Background: an optimization exercise with open tools, aiming at small area. Do not read the settings as production practice.
Where RTL was checked, it was by simulation tests only, not by an equivalence proof against the original.
No functional check of the RTL was part of runs 4 and 5.
No activity file was given, so power comes from the tool's default toggle rates. The clock port is modelled as an ideal driver; clocking choices that lean on that would not hold on a real chip.

===== flow/config.mk =====
export PLATFORM = sky130hd
export DESIGN_NAME = top
export DESIGN_NICKNAME = top
export VERILOG_FILES = /design/flow/design.v
export SDC_FILE = /design/flow/constraint.sdc
export NUM_CORES = 4
export LEC_CHECK = 0
export CAP_MARGIN = 20
export CORE_MARGIN = 2
export CORE_UTILIZATION = 40
export SLEW_MARGIN = 20

===== flow/constraint.sdc =====
create_clock -name core_clock -period 4.0 [get_ports {clk}]
set_input_delay 0.8000 -clock core_clock [delete_from_list [all_inputs] [get_ports {clk}]]
set_output_delay 0.8000 -clock core_clock [all_outputs]
set_load 0.01 [all_outputs]

===== flow/design.v =====
module cas (
  input  [7:0] a,
  input  [7:0] b,
  output [7:0] lo,
  output [7:0] hi
);
wire [8:0] gt;
assign gt[0] = 1'b0;
genvar i;
generate
  for (i = 0; i < 8; i = i + 1) begin : rip
    assign gt[i+1] = (a[i] & ~b[i]) | (gt[i] & (a[i] | ~b[i]));
  end
endgenerate
wire swap = gt[8];
assign lo = swap ? b : a;
assign hi = swap ? a : b;
endmodule
module top #(parameter n = 16, parameter k = 8)
(
  input clk,
  input rstn,
  input  [n * k - 1 : 0] in,
  output [n * k - 1 : 0] out
);
reg [4:0] age;
always @(posedge clk or negedge rstn) begin
  if (!rstn)
    age <= 5'd0;
  else if (age != 5'd17)
    age <= age + 5'd1;
end
wire valid = (age == 5'd17);
wire [7:0] x_0 = in[7:0];
wire [7:0] x_1 = in[15:8];
wire [7:0] x_2 = in[23:16];
wire [7:0] x_3 = in[31:24];
wire [7:0] x_4 = in[39:32];
wire [7:0] x_5 = in[47:40];
wire [7:0] x_6 = in[55:48];
wire [7:0] x_7 = in[63:56];
wire [7:0] x_8 = in[71:64];
wire [7:0] x_9 = in[79:72];
wire [7:0] x_10 = in[87:80];
wire [7:0] x_11 = in[95:88];
wire [7:0] x_12 = in[103:96];
wire [7:0] x_13 = in[111:104];
wire [7:0] x_14 = in[119:112];
wire [7:0] x_15 = in[127:120];
wire [7:0] c0_lo, c0_hi;
cas u_cas0 (.a(x_0), .b(x_13), .lo(c0_lo), .hi(c0_hi));
wire [7:0] c1_lo, c1_hi;
cas u_cas1 (.a(x_1), .b(x_12), .lo(c1_lo), .hi(c1_hi));
wire [7:0] c2_lo, c2_hi;
cas u_cas2 (.a(x_2), .b(x_15), .lo(c2_lo), .hi(c2_hi));
wire [7:0] c3_lo, c3_hi;
cas u_cas3 (.a(x_3), .b(x_14), .lo(c3_lo), .hi(c3_hi));
wire [7:0] c4_lo, c4_hi;
cas u_cas4 (.a(x_4), .b(x_8), .lo(c4_lo), .hi(c4_hi));
wire [7:0] c5_lo, c5_hi;
cas u_cas5 (.a(x_5), .b(x_6), .lo(c5_lo), .hi(c5_hi));
wire [7:0] c6_lo, c6_hi;
cas u_cas6 (.a(x_7), .b(x_11), .lo(c6_lo), .hi(c6_hi));
wire [7:0] c7_lo, c7_hi;
cas u_cas7 (.a(x_9), .b(x_10), .lo(c7_lo), .hi(c7_hi));
reg [127:0] s0;
always @(posedge clk) s0 <= {c2_hi, c3_hi, c0_hi, c1_hi, c6_hi, c7_hi, c7_lo, c4_hi, c6_lo, c5_hi, c5_lo, c4_lo, c3_lo, c2_lo, c1_lo, c0_lo};
wire [7:0] s0_0 = s0[7:0];
wire [7:0] s0_1 = s0[15:8];
wire [7:0] s0_2 = s0[23:16];
wire [7:0] s0_3 = s0[31:24];
wire [7:0] s0_4 = s0[39:32];
wire [7:0] s0_5 = s0[47:40];
wire [7:0] s0_6 = s0[55:48];
wire [7:0] s0_7 = s0[63:56];
wire [7:0] s0_8 = s0[71:64];
wire [7:0] s0_9 = s0[79:72];
wire [7:0] s0_10 = s0[87:80];
wire [7:0] s0_11 = s0[95:88];
wire [7:0] s0_12 = s0[103:96];
wire [7:0] s0_13 = s0[111:104];
wire [7:0] s0_14 = s0[119:112];
wire [7:0] s0_15 = s0[127:120];
wire [7:0] c8_lo, c8_hi;
cas u_cas8 (.a(s0_0), .b(s0_5), .lo(c8_lo), .hi(c8_hi));
wire [7:0] c9_lo, c9_hi;
cas u_cas9 (.a(s0_1), .b(s0_7), .lo(c9_lo), .hi(c9_hi));
wire [7:0] c10_lo, c10_hi;
cas u_cas10 (.a(s0_2), .b(s0_9), .lo(c10_lo), .hi(c10_hi));
wire [7:0] c11_lo, c11_hi;
cas u_cas11 (.a(s0_3), .b(s0_4), .lo(c11_lo), .hi(c11_hi));
wire [7:0] c12_lo, c12_hi;
cas u_cas12 (.a(s0_6), .b(s0_13), .lo(c12_lo), .hi(c12_hi));
wire [7:0] c13_lo, c13_hi;
cas u_cas13 (.a(s0_8), .b(s0_14), .lo(c13_lo), .hi(c13_hi));
wire [7:0] c14_lo, c14_hi;
cas u_cas14 (.a(s0_10), .b(s0_15), .lo(c14_lo), .hi(c14_hi));
wire [7:0] c15_lo, c15_hi;
cas u_cas15 (.a(s0_11), .b(s0_12), .lo(c15_lo), .hi(c15_hi));
reg [127:0] s1;
always @(posedge clk) s1 <= {c14_hi, c13_hi, c12_hi, c15_hi, c15_lo, c14_lo, c10_hi, c13_lo, c9_hi, c12_lo, c8_hi, c11_hi, c11_lo, c10_lo, c9_lo, c8_lo};
wire [7:0] s1_0 = s1[7:0];
wire [7:0] s1_1 = s1[15:8];
wire [7:0] s1_2 = s1[23:16];
wire [7:0] s1_3 = s1[31:24];
wire [7:0] s1_4 = s1[39:32];
wire [7:0] s1_5 = s1[47:40];
wire [7:0] s1_6 = s1[55:48];
wire [7:0] s1_7 = s1[63:56];
wire [7:0] s1_8 = s1[71:64];
wire [7:0] s1_9 = s1[79:72];
wire [7:0] s1_10 = s1[87:80];
wire [7:0] s1_11 = s1[95:88];
wire [7:0] s1_12 = s1[103:96];
wire [7:0] s1_13 = s1[111:104];
wire [7:0] s1_14 = s1[119:112];
wire [7:0] s1_15 = s1[127:120];
wire [7:0] c16_lo, c16_hi;
cas u_cas16 (.a(s1_0), .b(s1_1), .lo(c16_lo), .hi(c16_hi));
wire [7:0] c17_lo, c17_hi;
cas u_cas17 (.a(s1_2), .b(s1_3), .lo(c17_lo), .hi(c17_hi));
wire [7:0] c18_lo, c18_hi;
cas u_cas18 (.a(s1_4), .b(s1_5), .lo(c18_lo), .hi(c18_hi));
wire [7:0] c19_lo, c19_hi;
cas u_cas19 (.a(s1_6), .b(s1_8), .lo(c19_lo), .hi(c19_hi));
wire [7:0] c20_lo, c20_hi;
cas u_cas20 (.a(s1_7), .b(s1_9), .lo(c20_lo), .hi(c20_hi));
wire [7:0] c21_lo, c21_hi;
cas u_cas21 (.a(s1_10), .b(s1_11), .lo(c21_lo), .hi(c21_hi));
wire [7:0] c22_lo, c22_hi;
cas u_cas22 (.a(s1_12), .b(s1_13), .lo(c22_lo), .hi(c22_hi));
wire [7:0] c23_lo, c23_hi;
cas u_cas23 (.a(s1_14), .b(s1_15), .lo(c23_lo), .hi(c23_hi));
reg [127:0] s2;
always @(posedge clk) s2 <= {c23_hi, c23_lo, c22_hi, c22_lo, c21_hi, c21_lo, c20_hi, c19_hi, c20_lo, c19_lo, c18_hi, c18_lo, c17_hi, c17_lo, c16_hi, c16_lo};
wire [7:0] s2_0 = s2[7:0];
wire [7:0] s2_1 = s2[15:8];
wire [7:0] s2_2 = s2[23:16];
wire [7:0] s2_3 = s2[31:24];
wire [7:0] s2_4 = s2[39:32];
wire [7:0] s2_5 = s2[47:40];
wire [7:0] s2_6 = s2[55:48];
wire [7:0] s2_7 = s2[63:56];
wire [7:0] s2_8 = s2[71:64];
wire [7:0] s2_9 = s2[79:72];
wire [7:0] s2_10 = s2[87:80];
wire [7:0] s2_11 = s2[95:88];
wire [7:0] s2_12 = s2[103:96];
wire [7:0] s2_13 = s2[111:104];
wire [7:0] s2_14 = s2[119:112];
wire [7:0] s2_15 = s2[127:120];
wire [7:0] c24_lo, c24_hi;
cas u_cas24 (.a(s2_0), .b(s2_2), .lo(c24_lo), .hi(c24_hi));
wire [7:0] c25_lo, c25_hi;
cas u_cas25 (.a(s2_1), .b(s2_3), .lo(c25_lo), .hi(c25_hi));
wire [7:0] c26_lo, c26_hi;
cas u_cas26 (.a(s2_4), .b(s2_10), .lo(c26_lo), .hi(c26_hi));
wire [7:0] c27_lo, c27_hi;
cas u_cas27 (.a(s2_5), .b(s2_11), .lo(c27_lo), .hi(c27_hi));
wire [7:0] c28_lo, c28_hi;
cas u_cas28 (.a(s2_6), .b(s2_7), .lo(c28_lo), .hi(c28_hi));
wire [7:0] c29_lo, c29_hi;
cas u_cas29 (.a(s2_8), .b(s2_9), .lo(c29_lo), .hi(c29_hi));
wire [7:0] c30_lo, c30_hi;
cas u_cas30 (.a(s2_12), .b(s2_14), .lo(c30_lo), .hi(c30_hi));
wire [7:0] c31_lo, c31_hi;
cas u_cas31 (.a(s2_13), .b(s2_15), .lo(c31_lo), .hi(c31_hi));
reg [127:0] s3;
always @(posedge clk) s3 <= {c31_hi, c30_hi, c31_lo, c30_lo, c27_hi, c26_hi, c29_hi, c29_lo, c28_hi, c28_lo, c27_lo, c26_lo, c25_hi, c24_hi, c25_lo, c24_lo};
wire [7:0] s3_0 = s3[7:0];
wire [7:0] s3_1 = s3[15:8];
wire [7:0] s3_2 = s3[23:16];
wire [7:0] s3_3 = s3[31:24];
wire [7:0] s3_4 = s3[39:32];
wire [7:0] s3_5 = s3[47:40];
wire [7:0] s3_6 = s3[55:48];
wire [7:0] s3_7 = s3[63:56];
wire [7:0] s3_8 = s3[71:64];
wire [7:0] s3_9 = s3[79:72];
wire [7:0] s3_10 = s3[87:80];
wire [7:0] s3_11 = s3[95:88];
wire [7:0] s3_12 = s3[103:96];
wire [7:0] s3_13 = s3[111:104];
wire [7:0] s3_14 = s3[119:112];
wire [7:0] s3_15 = s3[127:120];
wire [7:0] c32_lo, c32_hi;
cas u_cas32 (.a(s3_1), .b(s3_2), .lo(c32_lo), .hi(c32_hi));
wire [7:0] c33_lo, c33_hi;
cas u_cas33 (.a(s3_3), .b(s3_12), .lo(c33_lo), .hi(c33_hi));
wire [7:0] c34_lo, c34_hi;
cas u_cas34 (.a(s3_4), .b(s3_6), .lo(c34_lo), .hi(c34_hi));
wire [7:0] c35_lo, c35_hi;
cas u_cas35 (.a(s3_5), .b(s3_7), .lo(c35_lo), .hi(c35_hi));
wire [7:0] c36_lo, c36_hi;
cas u_cas36 (.a(s3_8), .b(s3_10), .lo(c36_lo), .hi(c36_hi));
wire [7:0] c37_lo, c37_hi;
cas u_cas37 (.a(s3_9), .b(s3_11), .lo(c37_lo), .hi(c37_hi));
wire [7:0] c38_lo, c38_hi;
cas u_cas38 (.a(s3_13), .b(s3_14), .lo(c38_lo), .hi(c38_hi));
reg [127:0] s4;
always @(posedge clk) s4 <= {s3_15, c38_hi, c38_lo, c33_hi, c37_hi, c36_hi, c37_lo, c36_lo, c35_hi, c34_hi, c35_lo, c34_lo, c33_lo, c32_hi, c32_lo, s3_0};
wire [7:0] s4_0 = s4[7:0];
wire [7:0] s4_1 = s4[15:8];
wire [7:0] s4_2 = s4[23:16];
wire [7:0] s4_3 = s4[31:24];
wire [7:0] s4_4 = s4[39:32];
wire [7:0] s4_5 = s4[47:40];
wire [7:0] s4_6 = s4[55:48];
wire [7:0] s4_7 = s4[63:56];
wire [7:0] s4_8 = s4[71:64];
wire [7:0] s4_9 = s4[79:72];
wire [7:0] s4_10 = s4[87:80];
wire [7:0] s4_11 = s4[95:88];
wire [7:0] s4_12 = s4[103:96];
wire [7:0] s4_13 = s4[111:104];
wire [7:0] s4_14 = s4[119:112];
wire [7:0] s4_15 = s4[127:120];
wire [7:0] c39_lo, c39_hi;
cas u_cas39 (.a(s4_1), .b(s4_4), .lo(c39_lo), .hi(c39_hi));
wire [7:0] c40_lo, c40_hi;
cas u_cas40 (.a(s4_2), .b(s4_6), .lo(c40_lo), .hi(c40_hi));
wire [7:0] c41_lo, c41_hi;
cas u_cas41 (.a(s4_5), .b(s4_8), .lo(c41_lo), .hi(c41_hi));
wire [7:0] c42_lo, c42_hi;
cas u_cas42 (.a(s4_7), .b(s4_10), .lo(c42_lo), .hi(c42_hi));
wire [7:0] c43_lo, c43_hi;
cas u_cas43 (.a(s4_9), .b(s4_13), .lo(c43_lo), .hi(c43_hi));
wire [7:0] c44_lo, c44_hi;
cas u_cas44 (.a(s4_11), .b(s4_14), .lo(c44_lo), .hi(c44_hi));
reg [127:0] s5;
always @(posedge clk) s5 <= {s4_15, c44_hi, c43_hi, s4_12, c44_lo, c42_hi, c43_lo, c41_hi, c42_lo, c40_hi, c41_lo, c39_hi, s4_3, c40_lo, c39_lo, s4_0};
wire [7:0] s5_0 = s5[7:0];
wire [7:0] s5_1 = s5[15:8];
wire [7:0] s5_2 = s5[23:16];
wire [7:0] s5_3 = s5[31:24];
wire [7:0] s5_4 = s5[39:32];
wire [7:0] s5_5 = s5[47:40];
wire [7:0] s5_6 = s5[55:48];
wire [7:0] s5_7 = s5[63:56];
wire [7:0] s5_8 = s5[71:64];
wire [7:0] s5_9 = s5[79:72];
wire [7:0] s5_10 = s5[87:80];
wire [7:0] s5_11 = s5[95:88];
wire [7:0] s5_12 = s5[103:96];
wire [7:0] s5_13 = s5[111:104];
wire [7:0] s5_14 = s5[119:112];
wire [7:0] s5_15 = s5[127:120];
wire [7:0] c45_lo, c45_hi;
cas u_cas45 (.a(s5_2), .b(s5_4), .lo(c45_lo), .hi(c45_hi));
wire [7:0] c46_lo, c46_hi;
cas u_cas46 (.a(s5_3), .b(s5_6), .lo(c46_lo), .hi(c46_hi));
wire [7:0] c47_lo, c47_hi;
cas u_cas47 (.a(s5_9), .b(s5_12), .lo(c47_lo), .hi(c47_hi));
wire [7:0] c48_lo, c48_hi;
cas u_cas48 (.a(s5_11), .b(s5_13), .lo(c48_lo), .hi(c48_hi));
reg [127:0] s6;
always @(posedge clk) s6 <= {s5_15, s5_14, c48_hi, c47_hi, c48_lo, s5_10, c47_lo, s5_8, s5_7, c46_hi, s5_5, c45_hi, c46_lo, c45_lo, s5_1, s5_0};
wire [7:0] s6_0 = s6[7:0];
wire [7:0] s6_1 = s6[15:8];
wire [7:0] s6_2 = s6[23:16];
wire [7:0] s6_3 = s6[31:24];
wire [7:0] s6_4 = s6[39:32];
wire [7:0] s6_5 = s6[47:40];
wire [7:0] s6_6 = s6[55:48];
wire [7:0] s6_7 = s6[63:56];
wire [7:0] s6_8 = s6[71:64];
wire [7:0] s6_9 = s6[79:72];
wire [7:0] s6_10 = s6[87:80];
wire [7:0] s6_11 = s6[95:88];
wire [7:0] s6_12 = s6[103:96];
wire [7:0] s6_13 = s6[111:104];
wire [7:0] s6_14 = s6[119:112];
wire [7:0] s6_15 = s6[127:120];
wire [7:0] c49_lo, c49_hi;
cas u_cas49 (.a(s6_3), .b(s6_5), .lo(c49_lo), .hi(c49_hi));
wire [7:0] c50_lo, c50_hi;
cas u_cas50 (.a(s6_6), .b(s6_8), .lo(c50_lo), .hi(c50_hi));
wire [7:0] c51_lo, c51_hi;
cas u_cas51 (.a(s6_7), .b(s6_9), .lo(c51_lo), .hi(c51_hi));
wire [7:0] c52_lo, c52_hi;
cas u_cas52 (.a(s6_10), .b(s6_12), .lo(c52_lo), .hi(c52_hi));
reg [127:0] s7;
always @(posedge clk) s7 <= {s6_15, s6_14, s6_13, c52_hi, s6_11, c52_lo, c51_hi, c50_hi, c51_lo, c50_lo, c49_hi, s6_4, c49_lo, s6_2, s6_1, s6_0};
wire [7:0] s7_0 = s7[7:0];
wire [7:0] s7_1 = s7[15:8];
wire [7:0] s7_2 = s7[23:16];
wire [7:0] s7_3 = s7[31:24];
wire [7:0] s7_4 = s7[39:32];
wire [7:0] s7_5 = s7[47:40];
wire [7:0] s7_6 = s7[55:48];
wire [7:0] s7_7 = s7[63:56];
wire [7:0] s7_8 = s7[71:64];
wire [7:0] s7_9 = s7[79:72];
wire [7:0] s7_10 = s7[87:80];
wire [7:0] s7_11 = s7[95:88];
wire [7:0] s7_12 = s7[103:96];
wire [7:0] s7_13 = s7[111:104];
wire [7:0] s7_14 = s7[119:112];
wire [7:0] s7_15 = s7[127:120];
wire [7:0] c53_lo, c53_hi;
cas u_cas53 (.a(s7_3), .b(s7_4), .lo(c53_lo), .hi(c53_hi));
wire [7:0] c54_lo, c54_hi;
cas u_cas54 (.a(s7_5), .b(s7_6), .lo(c54_lo), .hi(c54_hi));
wire [7:0] c55_lo, c55_hi;
cas u_cas55 (.a(s7_7), .b(s7_8), .lo(c55_lo), .hi(c55_hi));
wire [7:0] c56_lo, c56_hi;
cas u_cas56 (.a(s7_9), .b(s7_10), .lo(c56_lo), .hi(c56_hi));
wire [7:0] c57_lo, c57_hi;
cas u_cas57 (.a(s7_11), .b(s7_12), .lo(c57_lo), .hi(c57_hi));
reg [127:0] s8;
always @(posedge clk) s8 <= {s7_15, s7_14, s7_13, c57_hi, c57_lo, c56_hi, c56_lo, c55_hi, c55_lo, c54_hi, c54_lo, c53_hi, c53_lo, s7_2, s7_1, s7_0};
wire [7:0] s8_0 = s8[7:0];
wire [7:0] s8_1 = s8[15:8];
wire [7:0] s8_2 = s8[23:16];
wire [7:0] s8_3 = s8[31:24];
wire [7:0] s8_4 = s8[39:32];
wire [7:0] s8_5 = s8[47:40];
wire [7:0] s8_6 = s8[55:48];
wire [7:0] s8_7 = s8[63:56];
wire [7:0] s8_8 = s8[71:64];
wire [7:0] s8_9 = s8[79:72];
wire [7:0] s8_10 = s8[87:80];
wire [7:0] s8_11 = s8[95:88];
wire [7:0] s8_12 = s8[103:96];
wire [7:0] s8_13 = s8[111:104];
wire [7:0] s8_14 = s8[119:112];
wire [7:0] s8_15 = s8[127:120];
wire [7:0] c58_lo, c58_hi;
cas u_cas58 (.a(s8_6), .b(s8_7), .lo(c58_lo), .hi(c58_hi));
wire [7:0] c59_lo, c59_hi;
cas u_cas59 (.a(s8_8), .b(s8_9), .lo(c59_lo), .hi(c59_hi));
wire [95:0] low = {s8_15[5:0], s8_14[5:0], s8_13[5:0], s8_12[5:0], s8_11[5:0], s8_10[5:0], c59_hi[5:0], c59_lo[5:0], c58_hi[5:0], c58_lo[5:0], s8_5[5:0], s8_4[5:0], s8_3[5:0], s8_2[5:0], s8_1[5:0], s8_0[5:0]};
wire [15:0] z1;
assign z1[0] = (~s8_0[7] & ~s8_0[6]);
assign z1[1] = (~s8_1[7] & ~s8_1[6]);
assign z1[2] = (~s8_2[7] & ~s8_2[6]);
assign z1[3] = (~s8_3[7] & ~s8_3[6]);
assign z1[4] = (~s8_4[7] & ~s8_4[6]);
assign z1[5] = (~s8_5[7] & ~s8_5[6]);
assign z1[6] = ((~s8_6[7] & ~s8_6[6]) | (~s8_7[7] & ~s8_7[6]));
assign z1[7] = ((~s8_6[7] & ~s8_6[6]) & (~s8_7[7] & ~s8_7[6]));
assign z1[8] = ((~s8_8[7] & ~s8_8[6]) | (~s8_9[7] & ~s8_9[6]));
assign z1[9] = ((~s8_8[7] & ~s8_8[6]) & (~s8_9[7] & ~s8_9[6]));
assign z1[10] = (~s8_10[7] & ~s8_10[6]);
assign z1[11] = (~s8_11[7] & ~s8_11[6]);
assign z1[12] = (~s8_12[7] & ~s8_12[6]);
assign z1[13] = (~s8_13[7] & ~s8_13[6]);
assign z1[14] = (~s8_14[7] & ~s8_14[6]);
assign z1[15] = (~s8_15[7] & ~s8_15[6]);
wire [15:0] z2;
assign z2[0] = (~s8_0[7]);
assign z2[1] = (~s8_1[7]);
assign z2[2] = (~s8_2[7]);
assign z2[3] = (~s8_3[7]);
assign z2[4] = (~s8_4[7]);
assign z2[5] = (~s8_5[7]);
assign z2[6] = ((~s8_6[7]) | (~s8_7[7]));
assign z2[7] = ((~s8_6[7]) & (~s8_7[7]));
assign z2[8] = ((~s8_8[7]) | (~s8_9[7]));
assign z2[9] = ((~s8_8[7]) & (~s8_9[7]));
assign z2[10] = (~s8_10[7]);
assign z2[11] = (~s8_11[7]);
assign z2[12] = (~s8_12[7]);
assign z2[13] = (~s8_13[7]);
assign z2[14] = (~s8_14[7]);
assign z2[15] = (~s8_15[7]);
wire [15:0] z3;
assign z3[0] = (~(s8_0[7] & s8_0[6]));
assign z3[1] = (~(s8_1[7] & s8_1[6]));
assign z3[2] = (~(s8_2[7] & s8_2[6]));
assign z3[3] = (~(s8_3[7] & s8_3[6]));
assign z3[4] = (~(s8_4[7] & s8_4[6]));
assign z3[5] = (~(s8_5[7] & s8_5[6]));
assign z3[6] = ((~(s8_6[7] & s8_6[6])) | (~(s8_7[7] & s8_7[6])));
assign z3[7] = ((~(s8_6[7] & s8_6[6])) & (~(s8_7[7] & s8_7[6])));
assign z3[8] = ((~(s8_8[7] & s8_8[6])) | (~(s8_9[7] & s8_9[6])));
assign z3[9] = ((~(s8_8[7] & s8_8[6])) & (~(s8_9[7] & s8_9[6])));
assign z3[10] = (~(s8_10[7] & s8_10[6]));
assign z3[11] = (~(s8_11[7] & s8_11[6]));
assign z3[12] = (~(s8_12[7] & s8_12[6]));
assign z3[13] = (~(s8_13[7] & s8_13[6]));
assign z3[14] = (~(s8_14[7] & s8_14[6]));
assign z3[15] = (~(s8_15[7] & s8_15[6]));
reg [110:0] e9;
always @(posedge clk) e9 <= {therm2bin(z3), therm2bin(z2), therm2bin(z1), low};
reg [110:0] e10;
always @(posedge clk) e10 <= e9;
reg [110:0] e11;
always @(posedge clk) e11 <= e10;
reg [110:0] e12;
always @(posedge clk) e12 <= e11;
reg [110:0] e13;
always @(posedge clk) e13 <= e12;
reg [110:0] e14;
always @(posedge clk) e14 <= e13;
reg [110:0] e15;
always @(posedge clk) e15 <= e14;
reg [110:0] e16;
always @(posedge clk) e16 <= e15;
wire [4:0] cnt1 = e16[100:96];
wire [4:0] cnt2 = e16[105:101];
wire [4:0] cnt3 = e16[110:106];
genvar h;
generate
  for (h = 0; h < 16; h = h + 1) begin : expand
    wire b7 = (h >= cnt2);
    wire b6 = ((h >= cnt1) && (h < cnt2)) || (h >= cnt3);
    assign out[8*h+7 -: 8] = valid ? {b7, b6, e16[6*h+5 -: 6]} : 8'd0;
  end
endgenerate
function [4:0] therm2bin;
  input [15:0] z;
  begin
    therm2bin[4] = z[15];
    therm2bin[3] = z[7] & ~z[15];
    therm2bin[2] = (z[3] & ~z[7]) | (z[11] & ~z[15]);
    therm2bin[1] = (z[1] & ~z[3]) | (z[5] & ~z[7]) | (z[9] & ~z[11]) | (z[13] & ~z[15]);
    therm2bin[0] = (z[0] & ~z[1]) | (z[2] & ~z[3]) | (z[4] & ~z[5]) | (z[6] & ~z[7]) |
                   (z[8] & ~z[9]) | (z[10] & ~z[11]) | (z[12] & ~z[13]) | (z[14] & ~z[15]);
  end
endfunction
endmodule

===== flow/flow/run.sh =====
#!/bin/bash
# Standard synthesis and layout, with these changes to how the layout is made:
#  - after synthesis, 2:1 mux cells that share a select are rewritten as
#    o22a/o22ai cells with one inverter per select (muxrw.py);
#  - the ports are buffered with the smallest buffer;
#  - clock tree synthesis adds no dummy loads;
#  - after placement repair, gates with slack are downsized, then slew and
#    capacitance are repaired again (post_resize.tcl).
set -euo pipefail
F=$(pwd)/flow
R=orfs/results/sky130hd/top/base
export BUFFER_PORTS_ARGS="-buffer_cell sky130_fd_sc_hd__buf_1"
export CTS_ARGS="-sink_clustering_enable -repair_clock_nets -dont_use_dummy_load -sink_clustering_size 30 -sink_clustering_max_diameter 80 -buf_list {sky130_fd_sc_hd__clkbuf_8 sky130_fd_sc_hd__clkbuf_16}"
export POST_RESIZE_TCL=$F/post_resize.tcl
bash standard.sh synth > synth.log 2>&1
cp $R/1_2_yosys.v $R/1_2_yosys.std.v
python3 $F/muxrw.py $R/1_2_yosys.std.v $R/1_2_yosys.v > muxrw.log 2>&1
rm -f $R/1_synth.odb
bash standard.sh synth > synth_odb.log 2>&1
bash standard.sh finish > layout.log 2>&1

===== flow/flow/muxrw.py =====
#!/usr/bin/env python3
"""Rewrite 2:1 multiplexer cells of a Yosys netlist as OR-AND gates.

A select net that drives several mux2/mux2i cells gets one inverter, and each
of those cells becomes an o22a (mux2) or o22ai (mux2i) cell, which is
smaller:  S ? A1 : A0  ==  (S | A0) & (~S | A1).
Usage: muxrw.py IN.v OUT.v
"""
import re, sys, collections

src = open(sys.argv[1]).read()
inst_re = re.compile(r'(\n\s*)(sky130_fd_sc_hd__(mux2i?)_\d+)\s+(\S+)\s*\((.*?)\);', re.S)
pin_re = re.compile(r'\.(\w+)\(\s*(.*?)\s*\)\s*(?:,|$)', re.S)

def pins(body):
    # escaped identifiers keep the space that ends them
    return {m.group(1): (m.group(2) + ' ' if m.group(2).startswith('\\') else m.group(2))
            for m in pin_re.finditer(body.strip())}

muxes = []
count = None
for m in inst_re.finditer(src):
    muxes.append((m, pins(m.group(5))))


# existing inverters of a select net
inv_re = re.compile(r'sky130_fd_sc_hd__(?:inv|clkinv)_\d+\s+\S+\s*\((.*?)\);', re.S)
have_inv = {}
for m in inv_re.finditer(src):
    p = pins(m.group(1))
    if 'A' in p and 'Y' in p:
        have_inv.setdefault(p['A'], p['Y'])

# buffers: a select net is inverted at the root of its buffer tree
buf_re = re.compile(r'sky130_fd_sc_hd__(?:buf|clkbuf)_\d+\s+\S+\s*\((.*?)\);', re.S)
buf_in = {}
for m in buf_re.finditer(src):
    p = pins(m.group(1))
    if 'A' in p and 'X' in p:
        buf_in[p['X']] = p['A']
def root(s):
    while s in buf_in:
        s = buf_in[s]
    return s

count = collections.Counter(root(p['S']) for _, p in muxes)
new_inv = {}
def sel_n(s):
    r = root(s)
    if r in have_inv:
        return have_inv[r]
    if r not in new_inv:
        new_inv[r] = '\\muxrw_sn%d ' % len(new_inv)
    return new_inv[r]

out = []
pos = 0
nrw = 0
for m, p in muxes:
    s = p['S']
    if count[root(s)] < 2 and root(s) not in have_inv:
        continue
    sn = sel_n(s)
    if m.group(3) == 'mux2i':
        cell, o = 'sky130_fd_sc_hd__o22ai_1', '.Y(%s)' % p['Y']
    else:
        cell, o = 'sky130_fd_sc_hd__o22a_1', '.X(%s)' % p['X']
    out.append(src[pos:m.start()])
    out.append('%s%s %s (.A1(%s), .A2(%s), .B1(%s), .B2(%s), %s);' %
               (m.group(1), cell, m.group(4), s, p['A0'], sn, p['A1'], o))
    pos = m.end()
    nrw += 1
out.append(src[pos:])
res = ''.join(out)
decl = []
for i, (s, sn) in enumerate(new_inv.items()):
    decl.append(' wire %s;' % sn)
    decl.append(' sky130_fd_sc_hd__inv_1 \\muxrw_inv%d  (.A(%s), .Y(%s));' % (i, s, sn))
k = res.rindex('endmodule')
res = res[:k] + '\n'.join(decl) + '\n' + res[k:]
open(sys.argv[2], 'w').write(res)
print('muxrw: %d muxes rewritten, %d inverters added, %d reused' %
      (nrw, len(new_inv), len([s for s in count if s in have_inv])))

===== flow/flow/post_resize.tcl =====
# After placement-based repair: downsize gates whose paths have slack, then
# repair max slew / capacitance / fanout again.
repair_timing -recover_power 100 -verbose
repair_design_helper

===== flow/standard.sh =====
#!/bin/bash
# synth_recipe.tcl (not shown) runs the flow's synth.tcl, then flattens the netlist and writes it again
# the make line also repeats each setting of config.mk as NAME=value (left out here)
make -C /OpenROAD-flow-scripts/flow DESIGN_CONFIG=/design/flow/config.mk WORK_HOME=/design/flow/orfs CLKGATE_MAP_FILE= SYNTH_SCRIPT=/design/flow/synth_recipe.tcl "${@:-finish}"

==> results.json, run 1 <==
{
  "status": "timing/DRC/antenna clean",
  "syn_inst": 4731,
  "min_from": "s8[24]",
  "viasPerCell": 4.827,
  "dr.pass1.iters": 8,
  "syn_nets": 4873,
  "reg2reg_slack_ns": 1.28,
  "fin_ws_ns": 0.3491,
  "coreArea_um2": 145900,
  "setup_tns_ns": 0,
  "critPathLaunchType": "flop",
  "num_vias": 33390,
  "cts_num_sinks": 2045,
  "timing.rr.end": "s4[88]",
  "numPortBuffers": 257,
  "cts_tree": "yes",
  "hp-class": "reg2reg",
  "cts_setup_buffers": 0,
  "maxCapViolCount": 0,
  "clock_path_buffers": 3,
  "p_leak_nw": 25.85,
  "start_util_pct": 40.39,
  "multiInputGateArea_um2": 14780,
  "die_w_um": 387.8,
  "first_iter_violations": 2106,
  "drt-total-wl_mm": 111.8,
  "avgSynthCellArea_um2": 12.46,
  "crit_type": "reg2out",
  "die_h_um": 387.8,
  "antenna_cells": 0,
  "wl_per_cell_um": 16.17,
  "insertion_delay_ns": 0.72,
  "clock_skew_ns": 0.06844,
  "rr_worst_depth": 7,
  "synth_warnings": 1,
  "antenna_found_initial": 3,
  "overflow": 0,
  "fin_crit_sh_pct": 91.27,
  "drtAntennaViolNets": 0,
  "grt_max_degree": 53,
  "max_freq_mhz": 273.9,
  "setup_viol_count_final": 0,
  "fin_util_pct": 43.49,
  "worstPathRequired_ns": 3.20,
  "fp-row-count": 140,
  "layout-drive-gt1-share_pct": 2.640,
  "crit_fanout": 52,
  "arrival_ns": 2.85,
  "maxSlewViolCount": 0,
  "area_growth_pct": 7.669,
  "endpoint_kind": "primary output",
  "hold_violations": 0,
  "hold_depth": 0,
  "seq_area_um2": 40960,
  "place_inst": 6828,
  "grt_pass1_vias": 31340,
  "nFillCells": 13470,
  "grt_usage_pct": 14.38,
  "grt_pass1_wl_mm": 172.3,
  "dp_hpwl_mm": 83.31,
  "fin_crit_ns": 3.651,
  "cts_max_level": 3,
  "finalNetCount": 5144,
  "clkTransAtPathRegs_ns": 0.10,
  "gp_congestion": 0.8744,
  "cts_buffers": 88,
  "dpl_worst_slack_ns": 0.9038,
  "dieArea_um2": 150400,
  "worst_pin_slew_ns": 1.007,
  "drc": 0,
  "syn-cell-area_um2": 58930,
  "power.density_nw_per_um2": 892.3,
  "num_io_pins": 258,
  "peakVddDrop_uv": 336.0,
  "final_cells": 6917,
  "slew_headroom_pct": 32.55,
  "r2r-start": "s3[88]",
  "cts-root-buf": "clkbuf_16",
  "holdPathEnd": "e9[18]",
  "grt_setup_unrepaired": "false"
}
==> power breakdown <==
group	switching [W]	internal, W	leakage (nW)	total (W)
combinational	0.00792	0.00651	7.63	0.0144
sequential	0.00412	0.0285	17.1	0.0326
clock	0.00566	0.00395	1.08	0.00961
total	0.0177	0.0389	25.8	0.0566
==> final cells by class <==
| class | instances | share of cell area, % |
|---|---|---|
| flip-flops and latches | 2045 | 64.56 |
| multi-input cells | 2048 | 23.30 |
| well taps | 1917 | 3.780 |
| clock buffers | 88 | 3.471 |
| inverters | 550 | 3.254 |
| repair buffers | 269 | 1.637 |
==> layout by cell type, fill, tap and decap left out, types with 9 or more instances in the layout <==
master	count
o21ai_0	85
or2_2	28
nand2_1	105
nand3_1	9
o221ai_1	22
a22o_1	31
o22a_1	648
inv_1	550
a221oi_1	32
nor3_1	17
ha_1	12
nand2b_1	122
and2_0	9
nor2b_1	51
a21oi_1	89
and2_1	113
buf_1	257
clkbuf_16	88
a211oi_1	40
maj3_1	95
nor2_1	115
a21boi_0	19
a31oi_1	18
o2bb2ai_1	13
a222oi_1	62
dfxtp_1	2040
o22ai_1	230
==> per-stage QoR <==
step / instance area (um2) / power (W) / hold slack, ns
2_1_floorplan: 58930 / 0.04365 / 0.3096
3_3_place_gp: 61700 / 0.04796 / 0.3105
3_5_place_dp: 61230 / 0.04750 / 0.3121
4_1_cts: 63450 / 0.05724 / 0.2465
5_1_grt: 63450 / 0.06019 / 0.2582
6_report: 63450 / 0.05662 / 0.2533
==> routing by layer <==
metal / global-route usage, % / share of wire, % / up-vias
li1: - / - / 17040
met1: 18.39 / 46 / 15520
met2: 24.44 / 47 / 670
met3: 2.188 / 4.1 / 155
met4: 5.490 / 3.3 / 0
met5: 0 / 0 / -
==> worst max path at each step <==
| stage | from | endpoint |
|---|---|---|
| floorplan | age[1] | out[116] |
| global placement | in[96] | s0[10] |
| detailed placement | in[98] | s0[10] |
| CTS | age[1] | out[20] |
| global route | age[1] | out[12] |
| finish | age[1] | out[20] |
==> critical path, cell delays in order, from the launching register on <==
cell and delay, ns:
dfrtp_1 0.42, inv_1 0.07, ha_1 0.16, nor4bb_1 0.46
buf_4 0.45, buf_12 0.24, and2_1 0.16, buf_1 0.15
==> flip-flops by register name (all words and copies together) (netlist names), 128 cells and up <==
register  cells
s1          128
s5          128
s0          128
s7          128
s3          128
s6          128
s2          128
s8          128
s4          128
==> timing repair <==
action / in CTS / in global routing
gates resized for setup: 0 / 1
hold endpoints to repair: 5 / 0
setup endpoints to repair: 0 / 52
hold buffers: 1 / 0
==> inputs of run 2 (changes only) <==
--- a/flow/flow/run.sh
+++ b/flow/flow/run.sh
@@ -10,7 +10,7 @@
 F=$(pwd)/flow
 R=orfs/results/sky130hd/top/base
 export BUFFER_PORTS_ARGS="-buffer_cell sky130_fd_sc_hd__buf_1"
-export CTS_ARGS="-sink_clustering_enable -repair_clock_nets -dont_use_dummy_load -sink_clustering_size 30 -sink_clustering_max_diameter 80 -buf_list {sky130_fd_sc_hd__clkbuf_8 sky130_fd_sc_hd__clkbuf_16}"
+export CTS_ARGS="-sink_clustering_enable -repair_clock_nets -dont_use_dummy_load -sink_clustering_size 34 -sink_clustering_max_diameter 80 -buf_list {sky130_fd_sc_hd__clkbuf_16}"
 export POST_RESIZE_TCL=$F/post_resize.tcl
 bash standard.sh synth > synth.log 2>&1
 cp $R/1_2_yosys.v $R/1_2_yosys.std.v
==> run 2 against run 1 <==
Against the previous run: global-route usage hardly changed; die area stayed put; largest cell class unchanged; setup slack improved by 0.029 ns; clock-buffer cell count down 1; still clean on timing, DRC and antenna; non-clock buffer count did not move; sequential share of layout area hardly changed; via count rose by 0.32%; clock skew is 0.011 ns higher; critical path depth did not move; utilization barely moved; worst hold slack improved by 0.0051 ns; critical path type unchanged.
==> results.json, run 2 <==
{
  "synth_warnings": 1,
  "multiInputGateArea_um2": 14780,
  "first_iter_violations": 2162,
  "cts_tree": "yes",
  "dp_hpwl_mm": 83.31,
  "status": "timing/DRC/antenna clean",
  "grt_pass1_wl_mm": 172.0,
  "grt_max_degree": 53,
  "power_w": 0.05654,
  "num_io_pins": 258,
  "finalNetCount": 5143,
  "critPathLaunchType": "flop",
  "crit_type": "reg2out",
  "cts-root-buf": "clkbuf_16",
  "syn-cell-area_um2": 58930,
  "numPortBuffers": 257,
  "setup_viol_count_final": 0,
  "final_area_um2": 63430,
  "arrival_ns": 2.82,
  "cp_slowest_cell": "nor4bb_1",
  "worstPathRequired_ns": 3.20,
  "peakVddDrop_uv": 303.2,
  "start_util_pct": 40.39,
  "worst_pin_slew_ns": 1.007,
  "maxSlewViolCount": 0,
  "viasPerCell": 4.843,
  "final_cell_mix": "dfxtp_1 (2,040), o22a_1 (648), inv_1 (550)",
  "antenna_cells": 0,
  "syn_inst": 4731,
  "dieArea_um2": 150400,
  "critPathBufInv": 4,
  "overflow": 0,
  "grt_usage_pct": 14.35,
  "grt_pass1_vias": 31310,
  "final_common_cell": "dfxtp_1",
  "insertion_delay_ns": 0.73,
  "endpoint_kind": "primary output",
  "cts_num_sinks": 2045,
  "path_cells": "inv_1, ha_1, nor4bb_1, buf_6, buf_12, and2_1, buf_1",
  "num_vias": 33500,
  "antenna_found_initial": 3,
  "nFillCells": 13480,
  "slew_headroom_pct": 32.56,
  "area_growth_pct": 7.632,
  "dpl-instance-area_um2": 61230,
  "fp-row-count": 140,
  "cp_slowest_stage_delay_ns": 0.52,
  "syn_nets": 4873,
  "setup_tns_ns": 0,
  "power.density_nw_per_um2": 891.4,
  "max_freq_mhz": 276.1,
  "p_leak_nw": 25.84,
  "gp_congestion": 0.8744,
  "layout-drive-gt1-share_pct": 2.621,
  "grt_setup_unrepaired": "false",
  "fin_crit_ns": 3.622,
  "clkTransAtPathRegs_ns": 0.11,
  "clock_path_buffers": 3,
  "cts_max_level": 3,
  "coreArea_um2": 145900,
  "fin_crit_sh_pct": 90.54,
  "hp-class": "reg2reg",
  "clock_skew_ns": 0.07966,
  "die_w_um": 387.8,
  "seq_area_um2": 40960,
  "drt-total-wl_mm": 111.4,
  "cp_top_family": "buffers and inverters",
  "drc": 0,
  "hold_violations": 0,
  "avgSynthCellArea_um2": 12.46,
  "dr.pass1.iters": 6,
  "cts_buffers": 87,
  "maxCapViolCount": 0,
  "die_h_um": 387.8,
  "wl_per_cell_um": 16.11,
  "crit_fanout": 52,
  "drtAntennaViolNets": 0
}
==> run 2: path summary, 6_finish.rpt <==
path                            slack [ns]   start  endpoint  cells after the start
worst min register to register        0.26  s6[38]    s7[38]                      0
worst max register to register        1.26  s3[88]    s4[89]                      7
worst min-delay path                  0.26  s6[38]    s7[38]                      0
max in group asynchronous             3.29    rstn    age[3]                      2
min in group asynchronous             0.47    rstn    age[2]                      2
worst max-delay path                  0.38  age[1]   out[20]                      7
==> run 2: layer usage <==
metal / global-route usage [%] / part of all wire (%) / vias to the layer above
met2: 24.38 / 47 / 681
met5: 0 / 0 / -
met1: 18.44 / 46 / 15610
met4: 5.362 / 3.2 / 0
li1: - / - / 17040
met3: 2.098 / 3.9 / 163
==> run 2: cell type report <==
| cell class | instances | area share, % |
|---|---|---|
| Sequential cell | 2045 | 64.58 |
| Multi-Input combinational cell | 2048 | 23.31 |
| Tap cell | 1917 | 3.781 |
| Clock buffer | 87 | 3.432 |
| Inverter | 550 | 3.255 |
| Timing Repair Buffer | 269 | 1.643 |
==> run 2: power by group <==
| part | switching (W) | internal [W] |
|---|---|---|
| Clock | 0.00562 | 0.00390 |
| Sequential | 0.00412 | 0.0285 |
| Combinational | 0.00792 | 0.00651 |
| Total | 0.0177 | 0.0389 |
==> run 2: what timing repair did <==
| item | 4_1_cts | 5_1_grt |
|---|---|---|
| hold buffers | 1 | 0 |
| buffers inserted | 0 | 0 |
| hold endpoints to repair | 5 | 0 |
| resized for setup | 0 | 2 |
| endpoints found under the setup margin | 0 | 52 |
==> run 2: metrics by stage <==
step                      hold WS [ns]  util, %  cells  setup WS (ns)
after floorplan                 0.3096        -   4731          1.721
after global placement          0.3105    42.28   6826          1.066
after detailed placement        0.3121    41.97   6828         0.9038
after CTS                       0.2548    43.46   6916         0.1243
after global routing            0.2641    43.47   6916        0.03901
final                           0.2585    43.47   6916         0.3785
==> run 2: worst register-to-register path: stages, from the launching register on <==
cell,delay (ns)
dfxtp_1,0.34
nand2b_1,0.14
maj3_1,0.34
a21oi_1,0.12
nor3_1,0.06
o22ai_1,0.76
inv_1,0.45
o22a_1,0.33
==> inputs of run 3 (changes only) <==
--- a/flow/flow/run.sh
+++ b/flow/flow/run.sh
@@ -10,7 +10,7 @@
 F=$(pwd)/flow
 R=orfs/results/sky130hd/top/base
 export BUFFER_PORTS_ARGS="-buffer_cell sky130_fd_sc_hd__buf_1"
-export CTS_ARGS="-sink_clustering_enable -repair_clock_nets -dont_use_dummy_load -sink_clustering_size 34 -sink_clustering_max_diameter 80 -buf_list {sky130_fd_sc_hd__clkbuf_16}"
+export CTS_ARGS="-sink_clustering_enable -repair_clock_nets -dont_use_dummy_load -sink_clustering_size 32 -sink_clustering_max_diameter 60 -buf_list {sky130_fd_sc_hd__clkbuf_16}"
 export POST_RESIZE_TCL=$F/post_resize.tcl
 bash standard.sh synth > synth.log 2>&1
 cp $R/1_2_yosys.v $R/1_2_yosys.std.v
==> run 3 against run 2 <==
Against the previous run: flip-flop and latch count unchanged; clock-buffer cell count increased by 44; sequential power about the same; setup slack got worse by 0.045 ns; synthesized cell count unchanged; via count increased by 0.76%; non-clock buffer count unchanged; sequential share of layout area decreased by 1.1 points; worst hold slack improved by 0.015 ns; global-route usage increased by 0.22 points.
==> results.json, run 3 <==
{
  "status": "timing/DRC/antenna clean",
  "synth_warnings": 1,
  "power.density_nw_per_um2": 912.2,
  "grt_max_degree": 53,
  "first_iter_violations": 2146,
  "numPortBuffers": 257,
  "fin_ws_ns": 0.3339,
  "syn_inst": 4731,
  "fin_util_pct": 44.23,
  "drt-total-wl_mm": 112.6,
  "dp_hpwl_mm": 83.31,
  "dpl_worst_slack_ns": 0.9038,
  "fp-row-count": 140,
  "setup_tns_ns": 0,
  "reg2reg_slack_ns": 1.36,
  "cts_tree": "yes",
  "start_util_pct": 40.39,
  "insertion_delay_ns": 0.78,
  "cts_max_level": 4,
  "syn-cell-area_um2": 58930,
  "grt_pass1_vias": 31610,
  "nFillCells": 13390,
  "num_vias": 33750,
  "area_growth_pct": 9.501,
  "dr.pass1.iters": 6,
  "clock_skew_ns": 0.06602,
  "dieArea_um2": 150400,
  "p_leak_nw": 26.38,
  "maxSlewViolCount": 0,
  "num_io_pins": 258,
  "worst_pin_slew_ns": 1.016,
  "drtAntennaViolNets": 0,
  "holdPathEnd": "e12[97]",
  "coreArea_um2": 145900,
  "cts-root-buf": "clkbuf_16",
  "finalNetCount": 5187,
  "final_common_cell": "dfxtp_1",
  "viasPerCell": 4.849,
  "final_cell_mix": "dfxtp_1 (2,040), o22a_1 (648), inv_1 (550)",
  "die_h_um": 387.8,
  "cts_setup_buffers": 0,
  "slew_headroom_pct": 31.96,
  "wl_per_cell_um": 16.18,
  "clock_path_buffers": 3,
  "layout-drive-gt1-share_pct": 3.470,
  "power_w": 0.05887,
  "arrival_ns": 2.87,
  "max_freq_mhz": 272.8,
  "grt_usage_pct": 14.57,
  "cts_buffers": 131,
  "r2r-start": "s0[112]",
  "endpoint_kind": "primary output",
  "grt_setup_unrepaired": "false",
  "min_from": "e11[97]",
  "antenna_cells": 0,
  "crit_fanout": 52,
  "antenna_found_initial": 4,
  "setup_viol_count_final": 0,
  "avgSynthCellArea_um2": 12.46,
  "clkTransAtPathRegs_ns": 0.10,
  "die_w_um": 387.8,
  "overflow": 0,
  "cts_num_sinks": 2045,
  "critPathLaunchType": "flop",
  "fin_crit_sh_pct": 91.65,
  "drc": 0,
  "timing.rr.end": "s1[113]",
  "grt_pass1_wl_mm": 173.5,
  "gp_congestion": 0.8744,
  "crit_type": "reg2out",
  "peakVddDrop_uv": 357.8,
  "hp-class": "reg2reg",
  "rr_worst_depth": 7,
  "maxCapViolCount": 0,
  "fin_crit_ns": 3.666,
  "hold_depth": 0,
  "worstPathRequired_ns": 3.20,
  "hold_violations": 0,
  "syn_nets": 4873
}
-- run 3: worst max path at each step --
stage	startpoint	to	slack, ns
after floorplan	age[1]	out[116]	1.72
after global placement	in[96]	s0[10]	1.07
after detailed placement	in[98]	s0[10]	0.90
after CTS	age[1]	out[20]	0.08
after global routing	age[1]	out[12]	0.005
final	age[1]	out[20]	0.33
-- run 3: final cells by class --
cell class	instances	area, um2	share of cell area [%]
Sequential cell	2045	40960	63.48
Timing Repair Buffer	269	1042	1.615
Inverter	550	2064	3.199
Multi-Input combinational cell	2048	14780	22.91
Clock buffer	131	3278	5.080
Tap cell	1917	2399	3.717
-- run 3: per-layer routing --
metal	wire length, um	vias up	track usage, %
met5	0	-	0
met4	3694	0	5.469
met3	4928	196	2.863
met2	52660	717	24.57
met1	51340	15690	18.39
li1	-	17150	-
-- run 3: worst max-delay path, stage by stage (launching register included) --
cell and delay (ns):
dfrtp_1 0.41, inv_1 0.07, ha_1 0.16, nor4bb_1 0.53, buf_6 0.35, buf_12 0.22
and2_1 0.16, buf_1 0.16
-- run 3: metrics by stage --
step / hold WS, ns / area (um2) / cells
after floorplan: 0.3096 / 58930 / 4731
after global placement: 0.3105 / 61700 / 6826
after detailed placement: 0.3121 / 61230 / 6828
after CTS: 0.2195 / 64520 / 6960
after global routing: 0.2585 / 64530 / 6960
final: 0.2738 / 64530 / 6960
-- run 3: repair_timing --
item / CTS / global route
endpoints found under the hold margin: 5 / 0
endpoints found under the setup margin: 0 / 52
gates resized for setup: 0 / 2
hold buffers: 1 / 0
-- run 3: where the power goes --
group	internal, W	switching [W]
combinational	0.00651	0.00791
sequential	0.0285	0.00412
clock	0.00579	0.00603
==> inputs of run 4 (changes only) <==
--- a/flow/design.v
+++ b/flow/design.v
@@ -381,31 +381,34 @@
 assign z3[13] = (~(s8_13[7] & s8_13[6]));
 assign z3[14] = (~(s8_14[7] & s8_14[6]));
 assign z3[15] = (~(s8_15[7] & s8_15[6]));
-reg [110:0] e9;
-always @(posedge clk) e9 <= {therm2bin(z3), therm2bin(z2), therm2bin(z1), low};
-reg [110:0] e10;
+wire [4:0] n1 = therm2bin(z1), n2 = therm2bin(z2), n3 = therm2bin(z3);
+wire [1:0] full = {n2[4], n3[4] & ~n2[4] | n1[4]};
+reg [109:0] e9;
+always @(posedge clk) e9 <= {full, n3[3:0], n2[3:0], n1[3:0], ~low};
+reg [109:0] e10;
 always @(posedge clk) e10 <= e9;
-reg [110:0] e11;
+reg [109:0] e11;
 always @(posedge clk) e11 <= e10;
-reg [110:0] e12;
+reg [109:0] e12;
 always @(posedge clk) e12 <= e11;
-reg [110:0] e13;
+reg [109:0] e13;
 always @(posedge clk) e13 <= e12;
-reg [110:0] e14;
+reg [109:0] e14;
 always @(posedge clk) e14 <= e13;
-reg [110:0] e15;
+reg [109:0] e15;
 always @(posedge clk) e15 <= e14;
-reg [110:0] e16;
+reg [109:0] e16;
 always @(posedge clk) e16 <= e15;
-wire [4:0] cnt1 = e16[100:96];
-wire [4:0] cnt2 = e16[105:101];
-wire [4:0] cnt3 = e16[110:106];
+wire [1:0] nfull = e16[109:108];
+wire [4:0] cnt1 = {nfull == 2'd3, e16[99:96]};
+wire [4:0] cnt2 = {nfull[1], e16[103:100]};
+wire [4:0] cnt3 = {nfull != 2'd0, e16[107:104]};
 genvar h;
 generate
   for (h = 0; h < 16; h = h + 1) begin : expand
     wire b7 = (h >= cnt2);
     wire b6 = ((h >= cnt1) && (h < cnt2)) || (h >= cnt3);
-    assign out[8*h+7 -: 8] = valid ? {b7, b6, e16[6*h+5 -: 6]} : 8'd0;
+    assign out[8*h+7 -: 8] = valid ? {b7, b6, ~e16[6*h+5 -: 6]} : 8'd0;
   end
 endgenerate
 function [4:0] therm2bin;
--- a/flow/flow/run.sh
+++ b/flow/flow/run.sh
@@ -10,7 +10,7 @@
 F=$(pwd)/flow
 R=orfs/results/sky130hd/top/base
 export BUFFER_PORTS_ARGS="-buffer_cell sky130_fd_sc_hd__buf_1"
-export CTS_ARGS="-sink_clustering_enable -repair_clock_nets -dont_use_dummy_load -sink_clustering_size 32 -sink_clustering_max_diameter 60 -buf_list {sky130_fd_sc_hd__clkbuf_16}"
+export CTS_ARGS="-sink_clustering_enable -repair_clock_nets -dont_use_dummy_load -sink_clustering_size 30 -sink_clustering_max_diameter 80 -buf_list {sky130_fd_sc_hd__clkbuf_8 sky130_fd_sc_hd__clkbuf_16}"
 export POST_RESIZE_TCL=$F/post_resize.tcl
 bash standard.sh synth > synth.log 2>&1
 cp $R/1_2_yosys.v $R/1_2_yosys.std.v
--- a/flow/config.mk
+++ b/flow/config.mk
@@ -7,5 +7,5 @@
 export LEC_CHECK = 0
 export CAP_MARGIN = 20
 export CORE_MARGIN = 2
-export CORE_UTILIZATION = 40
+export CORE_UTILIZATION = 60
 export SLEW_MARGIN = 20
==> run 4 against run 3 <==
Against the previous run: still clean; largest power group unchanged; highest routed layer is now met5; total power shrank 5.0%; combinational power about the same; final cell count down 8.7%; global-route usage increased by 6.6 points.
==> results.json, run 4 <==
{
  "wl_per_cell_um": 16.89,
  "power_w": 0.05593,
  "worstPathRequired_ns": 3.20,
  "die_h_um": 315.0,
  "start_util_pct": 60.28,
  "syn_nets": 4951,
  "num_vias": 33890,
  "reg2reg_slack_ns": 1.44,
  "cts_buffers": 80,
  "power.density_nw_per_um2": 897.7,
  "route.met2.wl_mm": 51.67,
  "grt_max_degree": 53,
  "maxSlewViolCount": 0,
  "insertion_delay_ns": 0.66,
  "antenna_found_initial": 2,
  "maxCapViolCount": 0,
  "grt_pass1_wl_mm": 166.6,
  "dr_wl_met3_mm": 4.102,
  "worst_pin_slew_ns": 0.9666,
  "gp_congestion": 0.8912,
  "grt_usage_pct": 21.16,
  "place_inst": 6271,
  "drt-total-wl_mm": 107.3,
  "critPathLaunchType": "flop",
  "seq_area_um2": 40800,
  "highest_layer": "met5",
  "slew_headroom_pct": 35.26,
  "endpoint_kind": "primary output",
  "p_switching_w": 0.01752,
  "grt_setup_unrepaired": "false",
  "overflow": 0,
  "setup_viol_count_final": 0,
  "finalNetCount": 5220,
  "hp-class": "reg2reg",
  "p_clk_share_pct": 16.2,
  "coreArea_um2": 96280,
  "syn-cell-area_um2": 58040,
  "wl_met1_mm": 48.38,
  "grt_pass1_vias": 31290,
  "final_cell_mix": "dfxtp_1 (2,032), o22a_1 (622), inv_1 (610)",
  "viasPerCell": 5.335,
  "combPwrFrac_pct": 25.8,
  "dpl_worst_slack_ns": 0.8705,
  "avgSynthCellArea_um2": 12.07,
  "fp-row-count": 114,
  "first_iter_violations": 2191,
  "holdWs_ns": 0.3217,
  "dp_hpwl_mm": 79.92,
  "multiInputGateArea_um2": 14500,
  "num_io_pins": 258,
  "clkTransAtPathRegs_ns": 0.11,
  "cts_max_level": 3,
  "layout-drive-gt1-share_pct": 2.502,
  "drc": 0,
  "arrival_ns": 2.47,
  "synth_warnings": 1,
  "die_w_um": 315.0,
  "crit_fanout": 40,
  "cts_tree": "yes",
  "cts_num_sinks": 2037,
  "crit_type": "reg2out",
  "peakVddDrop_uv": 548.4,
  "cellInternalPower_w": 0.03841,
  "numPortBuffers": 257,
  "cts-root-buf": "clkbuf_16",
  "max_freq_mhz": 306.0,
  "cts_setup_buffers": 0,
  "fin_ws_ns": 0.7325,
  "status": "timing/DRC/antenna clean",
  "clock_path_buffers": 3,
  "p_sw_share_pct": 31.32,
  "fin_crit_sh_pct": 81.69,
  "clock_skew_ns": 0.05508,
  "p_leak_nw": 26.11,
  "nFillCells": 7530,
  "syn_inst": 4809,
  "dieArea_um2": 99230,
  "final_common_cell": "dfxtp_1",
  "hold_violations": 0,
  "setup_tns_ns": 0,
  "drtAntennaViolNets": 0,
  "final_cells": 6353,
  "area_growth_pct": 7.347,
  "p_seq_share_pct": 58.0,
  "dr.pass1.iters": 6,
  "fin_crit_ns": 3.268
}
[run 4: layout make-up]
class / instances / area share [%]
flip-flops and latches: 2037 / 65.49
repair buffers: 274 / 1.701
clock buffers: 80 / 3.213
inverters: 624 / 3.759
multi-input cells: 2061 / 23.27
diodes: 1 / 0.004017
well taps: 1276 / 2.563
[run 4: path summary, 6_finish.rpt]
kind,endpoint,cells after the start,from
setup / recovery,out[19],7,age[1]
hold / removal,s7[114],0,s6[114]
setup reg to reg,s1[16],5,s0[22]
hold reg to reg,s7[114],0,s6[114]
max in group asynchronous,age[0],2,rstn
min in group asynchronous,age[2],2,rstn
[run 4: stage by stage]
step                      util (%)  instance area (um2)
final                        64.71                62300
after global routing         64.71                62300
after CTS                    64.70                62290
after detailed placement     62.61                60280
after global placement       62.63                60300
after floorplan                  -                58040
[run 4: per-layer routing]
layer  vias up  GRT usage, %
met5         -             0
met4         2         6.851
met3       155         2.908
met2       691         37.09
met1     15830         26.95
li1      17210             -
[run 4: repair_timing]
action | CTS | global route
hold buffers | 1 | 0
hold endpoints to repair | 5 | 0
gates resized for setup | 0 | 0
[run 4: critical path, cell delays in order (launching register included)]
cell and delay [ns]:
dfrtp_1 0.42, inv_1 0.07, ha_1 0.22, nand4bb_4 0.12
clkbuf_2 0.35, buf_12 0.28, nor2_1 0.13, buf_1 0.16
[run 4: power by group through the flow]
stage | logic [W] | registers [W] | clock network (W)
after floorplan | 0.0114 | 0.0312 | 0
after global placement | 0.0145 | 0.0327 | 0
after detailed placement | 0.0143 | 0.0330 | 0
after CTS | 0.0145 | 0.0325 | 0.00936
after global routing | 0.0161 | 0.0333 | 0.0101
final | 0.0144 | 0.0325 | 0.00905
==> inputs of run 5 (changes only) <==
--- a/flow/config.mk
+++ b/flow/config.mk
@@ -7,5 +7,5 @@
 export LEC_CHECK = 0
 export CAP_MARGIN = 20
 export CORE_MARGIN = 2
-export CORE_UTILIZATION = 60
+export CORE_UTILIZATION = 40
 export SLEW_MARGIN = 20
==> run 5 against run 4 <==
Against the previous run: combinational power about the same; critical path depth fell by 1; first-iteration DRC count shrank 2.0%; largest power group unchanged; final area up 1.6%; routed wire length up 3.5%; global-route usage decreased by 6.5 points; clock-buffer cell count is 9 higher; clock power up 6.2%; sequential power barely moved; final cell count is 9.9% higher; die area increased by 49%; via count grew 1.2%.
==> results.json, run 5 <==
{
  "hold_depth": 0,
  "final_cell_mix": "dfxtp_1 (2,032), o22a_1 (622), inv_1 (610)",
  "syn-cell-area_um2": 58040,
  "setup_tns_ns": 0,
  "multiInputGateArea_um2": 14490,
  "p_clk_share_pct": 17.0,
  "numPortBuffers": 257,
  "arrival_ns": 2.52,
  "cts_buffers": 89,
  "cp_slowest_cell": "clkbuf_4",
  "synth_warnings": 1,
  "coreArea_um2": 143800,
  "insertion_delay_ns": 0.72,
  "antenna_found_initial": 1,
  "drt-total-wl_mm": 111.1,
  "hp-class": "reg2reg",
  "grt_usage_pct": 14.61,
  "p_sw_share_pct": 31.37,
  "cts_num_sinks": 2037,
  "die_h_um": 384.9,
  "crit_type": "reg2out",
  "slew_headroom_pct": 33.06,
  "dp_hpwl_mm": 82.40,
  "setup_viol_count_final": 0,
  "p_leak_nw": 26.21,
  "gp_congestion": 0.8741,
  "rr_worst_depth": 6,
  "grt_max_degree": 67,
  "dpl_worst_slack_ns": 0.8207,
  "cts-root-buf": "clkbuf_16",
  "cts_tree": "yes",
  "num_io_pins": 258,
  "die_w_um": 384.9,
  "syn_inst": 4809,
  "cts_setup_buffers": 0,
  "nFillCells": 13350,
  "viasPerCell": 4.909,
  "grt_setup_unrepaired": "false",
  "clock_path_buffers": 3,
  "worstPathRequired_ns": 3.20,
  "crit_fanout": 66,
  "first_iter_violations": 2147,
  "cellInternalPower_w": 0.03879,
  "fin_crit_sh_pct": 83.11,
  "max_freq_mhz": 300.8,
  "overflow": 0,
  "layout-drive-gt1-share_pct": 2.637,
  "final_common_cell": "dfxtp_1",
  "worst_pin_slew_ns": 0.9995,
  "combPwrFrac_pct": 25.5,
  "cts_max_level": 3,
  "seq_area_um2": 40800,
  "start_util_pct": 40.35,
  "maxSlewViolCount": 0,
  "p_seq_share_pct": 57.5,
  "syn_nets": 4951,
  "antenna_cells": 0,
  "grt_pass1_wl_mm": 173.3,
  "avgSynthCellArea_um2": 12.07,
  "peakVddDrop_uv": 492.3,
  "clock_skew_ns": 0.07659,
  "path_cells": "inv_1, ha_1, nand4bb_4, clkbuf_4, a21oi_1, buf_1",
  "fin_ws_ns": 0.6758,
  "critPathLaunchType": "flop",
  "dr.pass1.iters": 6,
  "drc": 0,
  "fin_crit_ns": 3.324,
  "hold_violations": 0,
  "num_vias": 34280,
  "drtAntennaViolNets": 0,
  "p_switching_w": 0.01773,
  "min_from": "s3[123]",
  "r2r-start": "s0[77]",
  "cts_resized": 0,
  "area_growth_pct": 9.022,
  "cp_slowest_stage_delay_ns": 0.43,
  "finalNetCount": 5225,
  "maxCapViolCount": 0,
  "power.density_nw_per_um2": 893.3,
  "wl_per_cell_um": 15.90,
  "clkTransAtPathRegs_ns": 0.10,
  "status": "timing/DRC/antenna clean",
  "crit_start": "age[1]",
  "endpoint_kind": "primary output",
  "holdWs_ns": 0.2818,
  "dieArea_um2": 148200,
  "grt_pass1_vias": 32200,
  "fp-row-count": 139
}
-- run 5: cell count changes in the layout (fill, tap and decap cells not counted), moves of 2 or more --
cell,change
clkbuf_1,-4
o21ai_1,+2
o21ai_0,-2
clkbuf_16,+9
-- run 5: metal layers --
layer	track usage, %	part of all wire (%)	up-vias
met1	18.87	46	16130
met5	0	0	-
met3	1.986	4.2	168
met2	24.43	46	772
li1	-	-	17220
met4	6.351	3.7	0
-- run 5: layout make-up --
type	count	area share, %
inverter	624	3.702
multi-input combinational	2061	22.90
sequential	2037	64.49
clock buffer	89	3.520
tap	1903	3.763
timing repair buffer	270	1.629
-- run 5: power by group through the flow --
stage	Clock (W)	Combinational [W]	Sequential, W
CTS	0.0101	0.0145	0.0325
global route	0.0108	0.0160	0.0334
global placement	0	0.0144	0.0329
floorplan	0	0.0114	0.0312
finish	0.00961	0.0144	0.0325
detailed placement	0	0.0144	0.0330
-- run 5: stage by stage --
stage	util (%)	instance area [um2]	power [W]	cells
floorplan	-	58040	0.04266	4809
global placement	42.46	61070	0.04727	6893
detailed placement	42.44	61040	0.04739	6894
CTS	43.99	63270	0.05715	6984
global route	43.99	63270	0.06019	6984
finish	43.99	63270	0.05652	6984
-- run 5: worst paths after layout --
path / to / slack (ns)
min in group asynchronous: age[2] / 0.46
max in group asynchronous: age[0] / 3.28
setup reg to reg: s1[18] / 1.36
setup / recovery: out[94] / 0.68
hold reg to reg: s4[123] / 0.28
hold / removal: s4[123] / 0.28
-- run 5: repair_timing --
item,4_1_cts,5_1_grt
hold buffers,1,0
endpoints found under the hold margin,5,0
setup endpoints to repair,0,0
-- run 5: worst max-delay path: cells and delay by family, from the launching register on --
kind,cells,cell delay (ns)
AO/OA/AOI/OAI,1,0.36
adder cells (fa/ha/maj),1,0.22
buffers and inverters,3,0.69
flip-flops,1,0.42
AND/OR/NAND/NOR,1,0.13

## separate check: timing with driven ports
No port has a modelled driver above. Below, the same layouts with a new extraction and two added sets of constraints.
Step 1, drivers: a clkbuf_16 drives clk and a buf_2 each remaining input, both assumed.
Step 2, shift: input delay + t, output delay - t, t = (earliest + latest rising clock arrival at the registers) / 2. This alone moves slack from input paths to output paths.
Slacks: ideal ports / drivers / drivers and shift; pairs: ideal ports / drivers.
run	t, ns	setup slack, ns	worst hold slack (ns)	worst setup path at the end
run 1	0.759	0.349 / 0.272 / 0.903	0.253 / 0.253 / 0.253	input to register
run 2	0.750	0.378 / 0.303 / 0.872	0.258 / 0.258 / 0.258	input to register
run 3	0.820	0.334 / 0.258 / 0.882	0.274 / 0.258 / 0.274	input to register
run 4	0.714	0.732 / 0.663 / 1.013	0.322 / 0.322 / 0.322	input to register
run 5	0.762	0.676 / 0.597 / 0.860	0.282 / 0.282 / 0.282	input to register
After both steps setup and hold are still met in every run listed.
